What follows belongs to an exercise in optimizing a design on an open flow for small area; a production flow would make more cautious choices. Only simulation tests tie the RTL to the original design; equivalence was not proved. Power is estimated from default activity; no workload was simulated.

==> design.v <==
module single_port_ram #(
  parameter					ADDR_WIDTH = 6,
  parameter					DATA_WIDTH = 30,
  parameter					RAM_DEPTH = 1 << ADDR_WIDTH
)
  (
    input						clk,
    input						i_cs,
    input						i_we,
    input	[ADDR_WIDTH-1:0]	i_addr,
    input	[DATA_WIDTH-1:0]	i_din,
    output	[DATA_WIDTH-1:0]	o_dout
  );
    reg [DATA_WIDTH-1:0]    r_mem   [0:RAM_DEPTH-1];
    reg [DATA_WIDTH-1:0]    r_tmp_data;
  assign o_dout = (i_cs && !i_we) ? r_mem[i_addr] : 'b0;
    always @(posedge clk) begin
        if (i_cs && i_we) 
            r_mem[i_addr] <= i_din;
    end
endmodule
`timescale 1ns / 1ps
module line_buf_ctrl_top #(
    parameter int VSW        = 1,
    parameter int VBP        = 2,
    parameter int VACT       = 8,
    parameter int VFP        = 2,
    parameter int HSW        = 4,
    parameter int HBP        = 6,
    parameter int HACT       = 64,
    parameter int HFP        = 6,
    parameter int ADDR_WIDTH = 6,
    parameter int DATA_WIDTH = 30,
    parameter int VSYNC_POL  = 0,     
    parameter int HSYNC_POL  = 0      
)(
    input              clk,
    input              rstn,
    input              i_vsync,
    input              i_hsync,
    input              i_de,
    input       [9:0]  i_r_data,
    input       [9:0]  i_g_data,
    input       [9:0]  i_b_data,
    output             o_vsync,
    output             o_hsync,
    output             o_de,
    output      [9:0]  o_r_data,
    output      [9:0]  o_g_data,
    output      [9:0]  o_b_data
);
    localparam int HTOTAL = HSW + HBP + HACT + HFP;
    localparam int DEPTH  = HTOTAL + 1;
    localparam int CW     = 7;    
    localparam int LW     = 3;    
    logic [DEPTH*DATA_WIDTH-1:0] dly;
    always_ff @(posedge clk)
        dly <= {dly[(DEPTH-1)*DATA_WIDTH-1:0], i_r_data, i_g_data, i_b_data};
    wire [DATA_WIDTH-1:0] pix_out = dly[DEPTH*DATA_WIDTH-1 -: DATA_WIDTH];
    localparam logic [2:0] S_IDLE = 3'd0,    
                           S_DLY  = 3'd1,    
                           S_VSW  = 3'd2,    
                           S_WAIT = 3'd3,    
                           S_ACT  = 3'd4,    
                           S_LAST = 3'd5,    
                           S_END  = 3'd6;    
    logic [2:0]    state;
    logic [CW-1:0] p_cnt;
    logic [LW-1:0] cnt_vact;
    logic          vsync_d, de_d;
    logic          vs_q, hs_q, de_q;
    wire vsync_act  = (VSYNC_POL == 0) ? i_vsync : ~i_vsync;
    wire vsync_rise = ~vsync_d & vsync_act;
    wire de_rise    = ~de_d & i_de;
    wire hs_in      = (HSYNC_POL == 0) ? i_hsync : ~i_hsync;
    wire p_end  = (p_cnt == CW'(HTOTAL - 1));
    wire p_hend = (p_cnt == CW'(HACT - 1));
    wire p_lst  = (p_cnt >= CW'(HFP + HBP + HSW - 1));
    always_ff @(posedge clk or negedge rstn) begin
        if (!rstn) begin
            state    <= S_IDLE;
            p_cnt    <= '0;
            cnt_vact <= '0;
            vsync_d  <= 1'b0;
            de_d     <= 1'b0;
            vs_q     <= 1'b0;
            hs_q     <= 1'b0;
            de_q     <= 1'b0;
        end else begin
            vsync_d <= vsync_act;
            de_d    <= i_de;
            vs_q    <= 1'b0;
            hs_q    <= 1'b0;
            de_q    <= 1'b0;
            case (state)
                S_IDLE, S_END : begin
                    hs_q <= (state == S_END) & hs_in;
                    if (vsync_rise)
                        state <= S_DLY;
                end
                S_DLY : begin
                    if (p_end) begin
                        p_cnt <= '0;
                        state <= S_VSW;
                        vs_q  <= 1'b1;
                        hs_q  <= hs_in;
                    end else begin
                        p_cnt <= p_cnt + 1'b1;
                    end
                end
                S_VSW : begin
                    hs_q <= hs_in;
                    if (p_end) begin
                        p_cnt <= '0;
                        state <= S_WAIT;
                    end else begin
                        p_cnt <= p_cnt + 1'b1;
                        vs_q  <= 1'b1;
                    end
                end
                S_WAIT : begin
                    hs_q <= hs_in;
                    if (de_rise) begin
                        state <= S_ACT;
                        de_q  <= (cnt_vact != '0);
                    end
                end
                S_ACT : begin
                    hs_q <= hs_in;
                    if (p_hend) begin
                        p_cnt    <= '0;
                        cnt_vact <= cnt_vact + 1'b1;
                        state    <= (cnt_vact == LW'(VACT - 1)) ? S_LAST : S_WAIT;
                    end else begin
                        p_cnt <= p_cnt + 1'b1;
                        de_q  <= (cnt_vact != '0);
                    end
                end
                S_LAST : begin
                    hs_q <= p_lst & hs_in;
                    de_q <= p_lst & ~p_end;
                    if (p_end) begin
                        p_cnt <= '0;
                        state <= S_END;
                    end else begin
                        p_cnt <= p_cnt + 1'b1;
                    end
                end
                default : ;
            endcase
        end
    end
    assign o_vsync  = (VSYNC_POL == 0) ? vs_q : ~vs_q;
    assign o_hsync  = (HSYNC_POL == 0) ? hs_q : ~hs_q;
    assign o_de     = de_q;
    assign o_r_data = pix_out[29:20] & {10{de_q}};
    assign o_g_data = pix_out[19:10] & {10{de_q}};
    assign o_b_data = pix_out[9:0]   & {10{de_q}};
endmodule
==> run.sh <==
#!/bin/bash
# synth_recipe.tcl (not shown) runs the flow's synth.tcl, then flattens the netlist and writes it again
# the make line also repeats each setting of config.mk as NAME=value (left out here)
make -C /OpenROAD-flow-scripts/flow DESIGN_CONFIG=/design/flow/config.mk WORK_HOME=/design/flow/orfs CLKGATE_MAP_FILE= SYNTH_SCRIPT=/design/flow/synth_recipe.tcl finish
==> config.mk <==
export PLATFORM = sky130hd
export DESIGN_NAME = line_buf_ctrl_top
export DESIGN_NICKNAME = line_buf_ctrl_top
export VERILOG_FILES = /design/flow/design.v
export SDC_FILE = /design/flow/constraint.sdc
export NUM_CORES = 4
export LEC_CHECK = 0
export CAP_MARGIN = 20
export CORE_MARGIN = 2
export CORE_UTILIZATION = 45
export SLEW_MARGIN = 20
==> constraint.sdc <==
create_clock -name core_clock -period 10.0 [get_ports {clk}]
set_input_delay 2.0000 -clock core_clock [delete_from_list [all_inputs] [get_ports {clk}]]
set_output_delay 2.0000 -clock core_clock [all_outputs]
set_load 0.01 [all_outputs]
==> impl_metrics.json, run 1 <==
{
  "outcome": "timing/DRC/antenna clean",
  "setup_tns_ns": 0,
  "numCtsBuffers": 214,
  "netlist_area_sq_mm": 0.0500,
  "vias_per_cell": 3.88,
  "r2r_end": "state[2]$_DFFE_PN0P_",
  "setup_ws_ns": 5.30,
  "wl_per_cell_um": 9.96,
  "critPathTopFamily": "flip-flops",
  "hold_buffers": 0,
  "hold_end": "dly[41]$_DFF_P_",
  "synth_edf_count": 0,
  "cts_setup_buffers": 0,
  "min-delay-start": "dly[11]$_DFF_P_",
  "finalWirelength_um": 44900,
  "worstPathCellList": "and2_1 > clkdlybuf4s50_1",
  "drive_gt1_frac": 0.113,
  "worstPathMaxFanout": 31,
  "track_usage": 0.0845,
  "cts-root-buf": "clkbuf_16",
  "clock-sinks": 2448,
  "worst_clock_skew_ns": 0.0173,
  "slew_viol_final": 0,
  "setup_viol": 0,
  "drt-initial-drc-count": 793,
  "r2r_slack_ns": 7.09,
  "yosysTopAreaCell": "dfxtp_1",
  "clock_latency_ns": 0.77,
  "final.min_clock_period_ns": 4.70,
  "ys_warn_count": 1,
  "fp.dieH_um": 337,
  "yosys.cell_types.count": 42,
  "htreeDepth": 4,
  "seq_area_frac_synth": 0.983,
  "place.gp.congestion": 0.659,
  "fin_nets": 2895,
  "startpoint": "de_q$_DFF_PN0_",
  "cp_data_arrival_time_ns": 2.70,
  "final_util": 0.540,
  "grt_pass1_wl_um": 78400,
  "rsz0062_at_grt": "false",
  "drt_first_pass_iters": 9,
  "syn_inst": 2581,
  "holdPathStages": 0,
  "async_flop_share": 0.00735,
  "synth_top_area_share": 0.974,
  "period_share": 0.470,
  "die_w_um": 337,
  "vdd_drop_max_uv": 181,
  "yosys-top-cells-count": "dfxtp_1 (2430), and2_1 (30), dfrtp_1 (18), nand2_1 (9), nand3_1 (8)",
  "ys_ff_latch": 2448,
  "end_kind": "output port",
  "finalHoldViolCount": 0,
  "diodes": 0,
  "syn2layout_area_growth_pct": 19.3,
  "cts_tree": "yes",
  "place_ws_ns": 6.28,
  "ant_nets": 0,
  "synth_most_common_cell": "dfxtp_1",
  "tightest_slew_ns": 0.909,
  "drc": 0,
  "cp-start-kind": "flip-flop",
  "grt_remaining_overflow": 0,
  "ff2ff_path_depth": 5,
  "grt_max_degree": 32,
  "post-dp-hpwl_um": 20300,
  "r2r_start": "p_cnt[0]$_DFFE_PN0P_",
  "p_leak_nw": 24.5,
  "crit_type": "flip-flop to output port",
  "slew_headroom": 0.394,
  "cp.depth": 2,
  "syn_area_per_cell_sq_um": 19.4,
  "antenna_found_initial": 2,
  "clk_path_buf_depth": 3,
  "cellPowerDensity_mw_per_mm2": 305,
  "crit_slowest_cell": "dfrtp_1",
  "drv_cap": 0,
  "rows": 122,
  "syn-num-nets": 2620,
  "fp.coreArea_sq_mm": 0.110,
  "hold_class": "flip-flop to flip-flop",
  "required_ns": 8.00,
  "io_pins": 68,
  "total_power_w": 0.0182,
  "worstPathBufferInverterCount": 1,
  "via_count": 17500,
  "cts.repair.resized": 0,
  "start_util": 0.453,
  "synth_flop_cell": "dfxtp_1",
  "grt_pass1_vias": 17200,
  "synth.top_cells.by_area": "dfxtp_1 (97%), dfrtp_1 (0.90%), and2_1 (0.38%), ha_1 (0.10%), nand3_1 (0.080%)",
  "max_stage_delay_ns": 0.94,
  "dieArea_sq_mm": 0.114,
  "numPortBuffers": 67,
  "fmax_mhz": 213,
  "clkTransAtPathRegs_ns": 0.07
}
metrics by stage:
step                      hold slack [ns]  instance area, sq um  instances
final                               0.310                 59600       4514
after CTS                           0.312                 59600       4514
after global routing                0.318                 59600       4514
after floorplan                     0.310                 50000       2581
after global placement              0.310                 52400       4128
after detailed placement            0.312                 52400       4128
how the worst max path moves through the flow:
stage | slack [ns] | endpoint
after CTS | 5.41 | o_g_data[0]
final | 5.30 | o_g_data[0]
after floorplan | 7.21 | o_b_data[0]
after global routing | 5.01 | o_g_data[0]
after detailed placement | 6.28 | o_g_data[0]
after global placement | 6.39 | o_g_data[8]
final cells by class:
type,instances,area [sq um]
Clock buffer,318,6350
Clock inverter,68,806
Fill cell,8686,50800
Inverter,7,26.3
Multi-Input combinational cell,118,793
Sequential cell,2448,49100
Tap cell,1488,1860
Timing Repair Buffer,67,671
kinds of logic after synthesis:
logic type      share of synthesized area
flops                               0.983
simple gates                      0.00939
compound gates                    0.00398
buf+inv                           0.00125
xor+xnor                          0.00105
fa+ha+maj                         0.00100
mux                              0.000451
report_power, final:
group	leakage, nW	internal [W]	total [W]	switching (W)
Sequential	20.4	0.0101	0.0101	0.0000613
Clock	3.53	0.00471	0.00800	0.00329
Combinational	0.575	0.0000120	0.0000156	0.00000358
Total	24.5	0.0148	0.0182	0.00336
registers in the layout (all words and copies together), names as in the netlist:
| signal | cells |
|---|---|
| state | 3 |
| de_d | 1 |
| vs_q | 1 |
| vsync_d | 1 |
| cnt_vact | 3 |
| p_cnt | 7 |
| hs_q | 1 |
| dly | 2430 |
| de_q | 1 |
cells in the final DEF, fill, tap and decap left out, drive strengths merged, types with 3 or more instances in the layout:
master	Yosys	layout
a31oi	4	4
a21o	3	3
a21boi	3	3
dfrtp	18	18
nand2	9	9
bufinv	0	12
clkbuf	3	318
and3	3	3
inv	7	15
ha	4	4
clkinvlp	0	5
xor2	4	4
nor2b	3	3
clkinv	0	43
dfxtp	2430	2430
nor2	6	6
clkdlybuf4s50	0	67
o21ai	5	5
nand3	10	10
nand4	3	3
and2	30	30
routing by layer:
metal,GRT usage,share of wire,up-vias
li1,-,-,8610
met1,0.0948,0.43,8186
met2,0.125,0.43,494
met3,0.0412,0.085,240
met4,0.0617,0.058,4
met5,0.000426,0.00047,-
==> run 2, diff against run 1 <==
--- a/config.mk
+++ b/config.mk
@@ -9,3 +9,4 @@
 export CORE_MARGIN = 2
-export CORE_UTILIZATION = 45
+export CORE_UTILIZATION = 75
+export PLACE_DENSITY = 0.85
 export SLEW_MARGIN = 20
==> impl_metrics.json, run 2 <==
{
  "synth.area.mux_share": 0.000451,
  "synth-simple-area-share": 0.00939,
  "yosys-top-cells-count": "dfxtp_1 (2430), and2_1 (30), dfrtp_1 (18), nand2_1 (9), nand3_1 (8)",
  "die_w_um": 262,
  "io_pins": 68,
  "place.gp.congestion": 0.656,
  "syn_inst": 2581,
  "synth_edf_count": 0,
  "cts.repair.resized": 0,
  "rows": 94,
  "stop_error": "[ERROR DPL-0033] detailed placement checks failed during check placement.",
  "post-dp-hpwl_um": 29100,
  "netlist_area_sq_mm": 0.0500,
  "lastStage": "clock tree synthesis",
  "syn_area_per_cell_sq_um": 19.4,
  "htreeDepth": 4,
  "fp.dieH_um": 262,
  "synth_flop_cell": "dfxtp_1",
  "synth_compound_area_frac": 0.00398,
  "synth_top_family_by_area": "simple AND/OR/NAND/NOR gates",
  "synth_fa_ha_area_frac": 0.00100,
  "clock-sinks": 2448,
  "yosys.cell_types.count": 42,
  "cts-root-buf": "clkbuf_16",
  "syn-num-nets": 2620,
  "ys_ff_latch": 2448,
  "synth_xor_area_frac": 0.00105,
  "async_flop_share": 0.00735,
  "dp_cells": 3504,
  "outcome": "did not finish",
  "yosysTopAreaCell": "dfxtp_1",
  "synth.top_cells.by_area": "dfxtp_1 (97%), dfrtp_1 (0.90%), and2_1 (0.38%), ha_1 (0.10%), nand3_1 (0.080%)",
  "numCtsBuffers": 194,
  "synth_most_common_cell": "dfxtp_1",
  "ys_warn_count": 1,
  "numPortBuffers": 67,
  "seq_area_frac_synth": 0.983,
  "start_util": 0.758,
  "hold_buffers": 0,
  "synth_top_area_share": 0.974,
  "clk_path_buf_depth": 3,
  "cts_setup_buffers": 0
}
[run 2: worst max path at each step]
stage / startpoint / to / depth (start not counted)
after floorplan: de_q$_DFF_PN0_ / o_b_data[0] / 2
after global placement: de_q$_DFF_PN0_ / o_b_data[8] / 2
after detailed placement: de_q$_DFF_PN0_ / o_g_data[8] / 2
[run 2: power by group through the flow]
stage               clock network, W  registers [W]    logic (W)
detailed placement                 0         0.0104    0.0000158
floorplan                          0         0.0103  0.000000364
global placement                   0         0.0103    0.0000145
[run 2: per-stage QoR]
| step | setup WS (ns) | instance area [sq um] |
|---|---|---|
| floorplan | 7.21 | 50000 |
| global placement | 6.43 | 51700 |
| detailed placement | 6.38 | 51700 |
[run 2: logic make-up after synthesis]
logic type,Yosys count
xor gates and xnor gates,6
buffers and inverters,15
DFF,2448
and+or+nand+nor,78
AOI/OAI and AO/OA,28
muxes,2
adders and majority gates,4

what the ideal ports hide:
In the flow no input, the clock included, has a driving cell. The finished layout below was timed again as built, in two steps.
Step 1, drivers: a clkbuf_16 drives clk and a buf_2 each remaining input, both assumed.
Step 2 moves the port delays by t, midway between the first and last clock arrival at a register: inputs arrive t later, outputs are due t later. That takes back most of the time a late clock gives input paths.
Three values: ideal ports, drivers, drivers and shift; two values: the first two.
run: run 1
t (ns): 0.821
setup WS [ns]: 5.302 / 5.240 / 5.843
clock arrival spread, ns: 0.024 / 0.023
After both steps setup and hold are still met in run 1. For run 1, drivers alone change the setup slack by -0.062 ns; drivers and shift together by +0.541 ns.
